What follows belongs to an exercise in optimizing a design on an open flow for small area, a short achievable clock period and few clock cycles; a production flow would make more cautious choices.
Only simulation tests tie the RTL to the original design; equivalence was not proved.
No activity file was given, so power comes from the tool's default toggle rates.

==> inputs of build 81 <==
==> flow/design.v <==
module singleCycle
(
	input 			clk_i ,
	input 			rst_ni,
	input  [16:0]	io_sw_i  ,
	output [31:0]	imem_addr_o,
	input  [31:0]	imem_data_i,
	output [8:0]	dmem_addr_o,
	output 			dmem_we_o,
	output [31:0]	dmem_wdata_o,
	input  [31:0]	dmem_rdata_i,
	output [31:0]	io_lcd_o ,
	output [7:0]	io_ledg_o,
	output [16:0]	io_ledr_o,
	output [6:0]  	io_hex7_o, io_hex6_o, io_hex5_o, io_hex4_o, io_hex3_o, io_hex2_o, io_hex1_o, io_hex0_o
);
logic [12:2] pc;                  
logic [31:0] e_a, e_b;
logic [11:0] e_imm;               
logic [4:0]  e_shl, e_shr;        
logic [12:2] e_alt;               
logic [4:0]  e_rd;
logic        e_wen, e_load, e_store, e_br, e_jalr;
logic        e_kill;              
logic        e_pred, e_beq, e_uns;
logic        e_sub, e_s_sum, e_s_slt, e_s_xor, e_s_or, e_s_and;
logic        e_s_sll, e_s_sr, e_s_sra, e_s_b, e_m8, e_m16;
logic [2:0]  e_f3;
logic [31:0] m_res;
logic [15:0] m_sum_lo;
logic        m_c16;
logic        m_is_sum;
logic [10:2] m_addr;
logic [4:0]  m_rd;
logic        m_wen, m_load, m_we, m_iost;
logic        m_ld_mem, m_ld_sw, m_ld_io;
logic [2:0]  m_f3;
logic [31:0] rf [1:31];
logic [31:0] r_lcd;
logic [16:0] r_ledr;
logic [7:0]  r_ledg;
logic [6:0]  r_hex0, r_hex1, r_hex2, r_hex3, r_hex4, r_hex5, r_hex6, r_hex7;
wire [31:0] ir = imem_data_i;
assign imem_addr_o = {19'd0, pc, 2'b00};
wire [4:0] op  = ir[6:2];
wire [2:0] f3  = ir[14:12];
wire       b30 = ir[30];
wire [4:0] rs1 = ir[19:15];
wire [4:0] rs2 = ir[24:20];
wire [4:0] rd  = ir[11:7];
wire op_r     = (op == 5'b01100);
wire op_i     = (op == 5'b00100);
wire op_load  = (op == 5'b00000);
wire op_store = (op == 5'b01000);
wire op_br    = (op == 5'b11000);
wire op_jalr  = (op == 5'b11001);
wire op_jal   = (op == 5'b11011);
wire op_auipc = (op == 5'b00101);
wire r_ok    = op_r & ((f3 == 3'b000) | (f3 == 3'b101) | ~b30);
wire i_ok    = op_i & ((f3 != 3'b001) | ~b30);
wire ld_ok   = op_load & ((f3 == 3'b000) | (f3 == 3'b001) | (f3 == 3'b010) | (f3 == 3'b100) | (f3 == 3'b101));
wire st_ok   = op_store & ((f3 == 3'b000) | (f3 == 3'b001) | (f3 == 3'b010));
wire br_ok   = op_br & ((f3 == 3'b000) | (f3 == 3'b100) | (f3 == 3'b110));
wire jalr_ok = op_jalr & (f3 == 3'b000);
wire alu_ok  = r_ok | i_ok;
wire writes  = (alu_ok | ld_ok | jalr_ok | op_jal | op_auipc) & (rd != 5'd0);
wire [31:0] rv1 = (rs1 == 5'd0) ? 32'd0 : rf[rs1];
wire [31:0] rv2 = (rs2 == 5'd0) ? 32'd0 : rf[rs2];
wire use1 = ~(op_jal | op_auipc);
wire use2 = op_r | op_store | op_br;
wire ew   = e_wen & ~e_kill;
wire haz  = (use1 & ((ew & (e_rd == rs1)) | (m_wen & (m_rd == rs1)))) |
            (use2 & ((ew & (e_rd == rs2)) | (m_wen & (m_rd == rs2))));
wire [31:0] imm_i = {{20{ir[31]}}, ir[31:20]};
wire [31:0] imm_u = {ir[31:12], 12'd0};
wire [12:2] imm_b = {ir[31], ir[7], ir[30:25], ir[11:9]};
wire [12:2] imm_j = {ir[12], ir[20], ir[30:22]};
wire [12:2] pc_1  = pc + 11'd1;
wire [12:2] pc_4  = pc + 11'd4;
logic [10:0] bg [0:4];
logic [10:0] bp [0:4];
logic [10:0] jg [0:4];
logic [10:0] jp [0:4];
always_comb begin
	bg[0] = pc & imm_b;  bp[0] = pc ^ imm_b;
	jg[0] = pc & imm_j;  jp[0] = pc ^ imm_j;
	for (int l = 0; l < 4; l++)
		for (int i = 0; i < 11; i++)
			if (i >= (1 << l)) begin
				bg[l+1][i] = bg[l][i] | (bp[l][i] & bg[l][i - (1 << l)]);
				bp[l+1][i] = bp[l][i] & bp[l][i - (1 << l)];
				jg[l+1][i] = jg[l][i] | (jp[l][i] & jg[l][i - (1 << l)]);
				jp[l+1][i] = jp[l][i] & jp[l][i - (1 << l)];
			end else begin
				bg[l+1][i] = bg[l][i];
				bp[l+1][i] = bp[l][i];
				jg[l+1][i] = jg[l][i];
				jp[l+1][i] = jp[l][i];
			end
end
wire [12:2] pc_b  = bp[0] ^ {bg[4][9:0], 1'b0};
wire [12:2] pc_j  = jp[0] ^ {jg[4][9:0], 1'b0};
wire        same  = (rs1 == rs2);
wire        pred  = same ? ~f3[2] : (ir[31] | ((f3 == 3'b110) & (rs1 == 5'd0)));
logic        redirect;
logic [12:2] redirect_pc;
logic [12:2] pc_nxt;
always_comb begin
	if (redirect)            pc_nxt = redirect_pc;
	else if (haz)            pc_nxt = pc;
	else if (op_jal)         pc_nxt = pc_j;
	else if (br_ok)          pc_nxt = pred ? pc_b : pc_4;
	else                     pc_nxt = pc_1;
end
always_ff @(posedge clk_i, negedge rst_ni) begin
	if (!rst_ni) pc <= 11'd0;
	else         pc <= pc_nxt;
end
wire [31:0] link  = {19'd0, pc_1, 2'b00};
wire [31:0] a_nxt = op_auipc ? {19'd0, pc, 2'b00} : rv1;
logic [31:0] b_nxt;
always_comb begin
	if (op_r | op_store | op_br) b_nxt = rv2;
	else if (op_jal | op_jalr)   b_nxt = link;
	else if (op_auipc)           b_nxt = imm_u;
	else                         b_nxt = imm_i;
end
always_ff @(posedge clk_i, negedge rst_ni) begin
	if (!rst_ni) begin
		e_wen <= 1'b0; e_load <= 1'b0; e_store <= 1'b0; e_br <= 1'b0; e_jalr <= 1'b0;
		e_kill <= 1'b0;
	end else begin
		e_wen   <= ~haz & writes;
		e_load  <= ~haz & ld_ok;
		e_store <= ~haz & st_ok;
		e_br    <= ~haz & br_ok;
		e_jalr  <= ~haz & jalr_ok;
		e_kill  <= redirect;
	end
end
always_ff @(posedge clk_i) begin
	e_a    <= a_nxt;
	e_b    <= b_nxt;
	e_shl  <= b_nxt[4:0] & {5{(op_r | op_i) & (f3 == 3'b001)}};
	e_shr  <= b_nxt[4:0] & {5{(op_r | op_i) & (f3 == 3'b101)}};
	e_imm  <= op_store ? {ir[31:25], ir[11:7]} : ir[31:20];
	e_alt  <= pred ? pc_4 : pc_b;
	e_rd   <= rd;
	e_f3   <= f3;
	e_pred <= pred;
	e_beq  <= ~f3[2];
	e_uns  <= op_br ? f3[1] : f3[0];
	e_sub    <= op_r & b30 & (f3 == 3'b000);
	e_s_sum  <= ((op_r | op_i) & (f3 == 3'b000)) | op_auipc;
	e_s_slt  <= (op_r | op_i) & (f3[2:1] == 2'b01);
	e_s_xor  <= (op_r | op_i) & (f3 == 3'b100);
	e_s_or   <= (op_r | op_i) & (f3 == 3'b110);
	e_s_and  <= (op_r | op_i) & (f3 == 3'b111);
	e_s_sll  <= (op_r | op_i) & (f3 == 3'b001);
	e_s_sr   <= (op_r | op_i) & (f3 == 3'b101);
	e_s_sra  <= (op_r | op_i) & (f3 == 3'b101) & b30;
	e_s_b    <= op_jal | op_jalr | op_store;
	e_m8     <= op_store & (f3[1:0] == 2'b00);
	e_m16    <= op_store & (f3[1:0] != 2'b10);
end
wire [31:0] bx  = e_b ^ {32{e_sub}};
wire [16:0] sum_lo = {1'b0, e_a[15:0]} + {1'b0, bx[15:0]} + {16'd0, e_sub};
wire [31:0] ca = {e_a[31] ^ ~e_uns, e_a[30:0]};
wire [31:0] cb = {e_b[31] ^ ~e_uns, e_b[30:0]};
logic [31:0] clt [0:5];
logic [31:0] ceq [0:5];
always_comb begin
	clt[0] = ~ca & cb;
	ceq[0] = ~(ca ^ cb);
	for (int l = 1; l <= 5; l++) begin
		clt[l] = 32'd0;
		ceq[l] = 32'd0;
		for (int i = 0; i < (32 >> l); i++) begin
			clt[l][i] = clt[l-1][2*i+1] | (ceq[l-1][2*i+1] & clt[l-1][2*i]);
			ceq[l][i] = ceq[l-1][2*i+1] & ceq[l-1][2*i];
		end
	end
end
wire        lt   = clt[5][0];
wire        eq   = ceq[5][0];
wire [31:0] sll  = e_a << e_shl;
wire [32:0] sh_x = {e_s_sra & e_a[31], e_a};
wire [32:0] sh_r = $signed(sh_x) >>> e_shr;
wire [31:0] bmask = {{16{~e_m16}}, {8{~e_m8}}, 8'hFF};
wire [31:0] res =
	({32{e_s_sum}}  & {e_a[31:16] ^ bx[31:16], e_a[31:16] & bx[31:16]}) |
	({32{e_s_slt}}  & {31'd0, lt}) |
	({32{e_s_xor}}  & (e_a ^ e_b)) |
	({32{e_s_or}}   & (e_a | e_b)) |
	({32{e_s_and}}  & (e_a & e_b)) |
	({32{e_s_sll}}  & sll) |
	({32{e_s_sr}}   & sh_r[31:0]) |
	({32{e_s_b}}    & (e_b & bmask));
wire [12:0] ea = e_a[12:0] + {e_imm[11], e_imm};
wire taken = e_beq ? eq : lt;
assign redirect    = ~e_kill & (e_jalr | (e_br & (taken ^ e_pred)));
assign redirect_pc = e_jalr ? ea[12:2] : e_alt;
wire ea_io  = ea[11];
wire io_out = ea[11] & (ea[10:8] == 3'b000) & (ea[3:0] == 4'd0) & (ea[7:4] <= 4'hA);
wire io_sw  = (ea[11:0] == 12'h900);
always_ff @(posedge clk_i, negedge rst_ni) begin
	if (!rst_ni) begin
		m_wen <= 1'b0; m_load <= 1'b0; m_we <= 1'b0; m_iost <= 1'b0;
	end else begin
		m_wen  <= ew;
		m_load <= e_load;
		m_we   <= e_store & ~e_kill & ~ea_io;
		m_iost <= e_store & ~e_kill & io_out;
	end
end
always_ff @(posedge clk_i) begin
	m_res    <= res;
	m_sum_lo <= sum_lo[15:0];
	m_c16    <= sum_lo[16];
	m_is_sum <= e_s_sum;
	m_addr   <= ea[10:2];
	m_rd     <= e_rd;
	m_f3     <= e_f3;
	m_ld_mem <= ~ea_io;
	m_ld_sw  <= io_sw;
	m_ld_io  <= io_out;
end
assign dmem_addr_o  = m_addr;
assign dmem_we_o    = m_we;
assign dmem_wdata_o = m_res;
logic [31:0] io_rd;
always_comb begin
	case (m_addr[7:4])
		4'h0: io_rd = {25'd0, r_hex0};
		4'h1: io_rd = {25'd0, r_hex1};
		4'h2: io_rd = {25'd0, r_hex2};
		4'h3: io_rd = {25'd0, r_hex3};
		4'h4: io_rd = {25'd0, r_hex4};
		4'h5: io_rd = {25'd0, r_hex5};
		4'h6: io_rd = {25'd0, r_hex6};
		4'h7: io_rd = {25'd0, r_hex7};
		4'h8: io_rd = {15'd0, r_ledr};
		4'h9: io_rd = {24'd0, r_ledg};
		4'hA: io_rd = r_lcd;
		default: io_rd = 32'd0;
	endcase
end
wire [31:0] ld_raw = ({32{m_ld_mem}} & dmem_rdata_i) |
                     ({32{m_ld_sw}}  & {15'd0, io_sw_i}) |
                     ({32{m_ld_io}}  & io_rd);
logic [31:0] ld_val;
always_comb begin
	case (m_f3)
		3'b000:  ld_val = {{24{ld_raw[7]}},  ld_raw[7:0]};
		3'b001:  ld_val = {{16{ld_raw[15]}}, ld_raw[15:0]};
		3'b100:  ld_val = {24'd0, ld_raw[7:0]};
		3'b101:  ld_val = {16'd0, ld_raw[15:0]};
		default: ld_val = ld_raw;
	endcase
end
logic [15:0] kg [0:4];
logic [15:0] kp [0:4];
always_comb begin
	kp[0] = m_res[31:16];
	kg[0] = m_res[15:0];
	kg[0][0] = m_res[0] | (m_res[16] & m_c16);
	for (int l = 0; l < 4; l++)
		for (int i = 0; i < 16; i++)
			if (i >= (1 << l)) begin
				kg[l+1][i] = kg[l][i] | (kp[l][i] & kg[l][i - (1 << l)]);
				kp[l+1][i] = kp[l][i] & kp[l][i - (1 << l)];
			end else begin
				kg[l+1][i] = kg[l][i];
				kp[l+1][i] = kp[l][i];
			end
end
wire [15:0] sum_hi = m_res[31:16] ^ {kg[4][14:0], m_c16};
wire [31:0] wb = m_load ? ld_val : (m_is_sum ? {sum_hi, m_sum_lo} : m_res);
always_ff @(posedge clk_i) begin
	for (int i = 1; i < 32; i++)
		if (m_wen && m_rd == i[4:0]) rf[i] <= wb;
end
always_ff @(posedge clk_i, negedge rst_ni) begin
	if (!rst_ni) begin
		r_lcd  <= 32'd0;
		r_ledr <= 17'd0;
		r_ledg <= 8'd0;
		r_hex0 <= 7'd0; r_hex1 <= 7'd0; r_hex2 <= 7'd0; r_hex3 <= 7'd0;
		r_hex4 <= 7'd0; r_hex5 <= 7'd0; r_hex6 <= 7'd0; r_hex7 <= 7'd0;
	end else if (m_iost) begin
		case (m_addr[7:4])
			4'h8: r_ledr <= m_res[16:0];
			4'h9: r_ledg <= m_res[7:0];
			4'hA: r_lcd  <= m_res;
			4'h0: r_hex0 <= m_res[6:0];
			4'h1: r_hex1 <= m_res[6:0];
			4'h2: r_hex2 <= m_res[6:0];
			4'h3: r_hex3 <= m_res[6:0];
			4'h4: r_hex4 <= m_res[6:0];
			4'h5: r_hex5 <= m_res[6:0];
			4'h6: r_hex6 <= m_res[6:0];
			4'h7: r_hex7 <= m_res[6:0];
			default: ;
		endcase
	end
end
assign io_lcd_o  = r_lcd;
assign io_ledr_o = r_ledr;
assign io_ledg_o = r_ledg;
assign io_hex0_o = r_hex0;
assign io_hex1_o = r_hex1;
assign io_hex2_o = r_hex2;
assign io_hex3_o = r_hex3;
assign io_hex4_o = r_hex4;
assign io_hex5_o = r_hex5;
assign io_hex6_o = r_hex6;
assign io_hex7_o = r_hex7;
endmodule
==> flow/run.sh <==
#!/bin/bash
# synth_recipe.tcl (not shown) runs the flow's synth.tcl, then flattens the netlist and writes it again
# the make line also repeats each setting of config.mk as NAME=value (left out here)
make -C /OpenROAD-flow-scripts/flow DESIGN_CONFIG=/design/flow/config.mk WORK_HOME=/design/flow/orfs CLKGATE_MAP_FILE= SYNTH_SCRIPT=/design/flow/synth_recipe.tcl finish
==> flow/config.mk <==
export PLATFORM = sky130hd
export DESIGN_NAME = singleCycle
export DESIGN_NICKNAME = singleCycle
export VERILOG_FILES = /design/flow/design.v
export SDC_FILE = /design/flow/constraint.sdc
export NUM_CORES = 4
export LEC_CHECK = 0
export CAP_MARGIN = 20
export CORE_MARGIN = 2
export CORE_UTILIZATION = 35
export CTS_CLUSTER_DIAMETER = 80
export CTS_CLUSTER_SIZE = 22
export PLACE_DENSITY = 0.55
export SETUP_SLACK_MARGIN = 4.0
export SLEW_MARGIN = 20
export TNS_END_PERCENT = 100
==> flow/constraint.sdc <==
create_clock -name core_clock -period 7.0 [get_ports {clk_i}]
set_input_delay 1.4000 -clock core_clock [delete_from_list [all_inputs] [get_ports {clk_i}]]
set_output_delay 1.4000 -clock core_clock [all_outputs]
set_load 0.01 [all_outputs]
==> build 49 (differences from build 81) <==
==> flow/flow/run.sh (new file) <==
#!/bin/bash
# The standard layout (standard.sh) with one change: the buffers that
# global placement puts on every input and output port are
# sky130_fd_sc_hd__buf_2 instead of ORFS's default pick
# (sky130_fd_sc_hd__clkdlybuf4s50_1, a slow delay cell). Synthesis is the
# standard one, unchanged. Each step's full output goes to its own log here.
set -euo pipefail
bash standard.sh synth > synth.log 2>&1
bash standard.sh "BUFFER_PORTS_ARGS=-buffer_cell sky130_fd_sc_hd__buf_2" finish > layout.log 2>&1
==> flow/standard.sh (new file) <==
#!/bin/bash
# synth_recipe.tcl (not shown) runs the flow's synth.tcl, then flattens the netlist and writes it again
# the make line also repeats each setting of config.mk as NAME=value (left out here)
make -C /OpenROAD-flow-scripts/flow DESIGN_CONFIG=/design/flow/config.mk WORK_HOME=/design/flow/orfs CLKGATE_MAP_FILE= SYNTH_SCRIPT=/design/flow/synth_recipe.tcl "${@:-finish}"
- CORE_UTILIZATION: 35 -> 40
- PLACE_DENSITY: 0.55 -> 0.6
removed: flow/run.sh
==> run notes <==
In build 49 the first-iteration DRC count is larger than in build 81, by about 6.4%. Between build 49 and build 81, the lower register-to-register slack is in build 81 (gap 60 ps). Between build 81 and build 49, the lower setup slack is in build 49 (gap 190 ps). Of build 81 and build 49, build 81 has the higher total power (gap about 2.5%, measured against build 49). Against build 81, the worst hold slack of build 49 is lower by 46 ps. Between build 49 and build 81, the lower fmax is in build 49 (gap 5.6%, measured against build 81). Utilization: build 49 is higher than build 81 (3.9 points). Against build 81, the clock skew of build 49 is higher by 1.1 ps. In flip-flop and latch count, build 81 and build 49 do not differ.
==> figures <==
Post-layout power: build 49 17,820 µW; build 81 18,260 µW
DRT Wirelength: build 49 313,200 µm; build 81 335,700 µm
Placement-stage cell area: build 49 0.06827 mm²; build 81 0.07022 mm²
Buffers excl. clock: build 49 738; build 81 906
Chip height: build 49 402.3 µm; build 81 429.8 µm
Number of setup buffers added after CTS: build 49 210; build 81 350
Part of the cycle the worst path needs: build 49 47.75%; build 81 45.08%
Number of buffers inserted during clock tree synthesis: build 49 78; build 81 79
Final worst setup slack: build 49 3658 ps; build 81 3845 ps
Clock power share: build 49 28.7%; build 81 28.4%
Internal: build 49 12,320 µW; build 81 12,560 µW
Core Box Area: build 49 0.1580 mm²; build 81 0.1805 mm²
Maximum single-stage delay on the critical path: build 49 1060 ps; build 81 540 ps
WP buf/inv: build 49 2; build 81 4
Antenna violations before repair: build 49 29; build 81 21
Status: build 49 timing/DRC/antenna clean; build 81 timing/DRC/antenna clean
Number of rows created at floorplan: build 49 146; build 81 156
Number of multi-input combinational cells: build 49 3,449; build 81 3,457
Clock period minus worst slack: build 49 3342 ps; build 81 3155 ps
Testbench counts of build 81, summed over its fixed seeds: cycles 61,333.
Testbench counts of build 49, summed over its fixed seeds: cycles 61,333.

-- afterwards: timing with drivers on the ports --
Ports are ideal in the flow. The routed layouts listed here were re-timed in OpenROAD.
Step 1 (the two cells are an assumption about what drives the block):
set clk [get_ports {clk_i}]
set_driving_cell -lib_cell sky130_fd_sc_hd__clkbuf_16 $clk
set_driving_cell -lib_cell sky130_fd_sc_hd__buf_2 [delete_from_list [all_inputs] $clk]
Step 2 times the ports against the registers' clock, not the clock port: input delays grow and output delays shrink by t, the midpoint of the rising clock arrivals with the driver on.
a / b / c = ideal ports / drivers / drivers and shift; a / b = the first two.
| run | t, ns | setup slack, ns | clock arrival spread, ns | worst data-port slew with drivers (ns) | pins driven straight from the clock port |
|---|---|---|---|---|---|
| build 81 | 0.830 | 3.845 / 3.816 / 2.986 | 0.077 / 0.077 | 0.14 | 1 |
| build 49 | 0.827 | 3.658 / 3.663 / 2.836 | 0.078 / 0.078 | 0.18 | 1 |
After both steps every run listed still meets setup and hold. The setup slack of build 81, which loses most, moves by -0.029 ns with the drivers and by -0.859 ns with both steps.
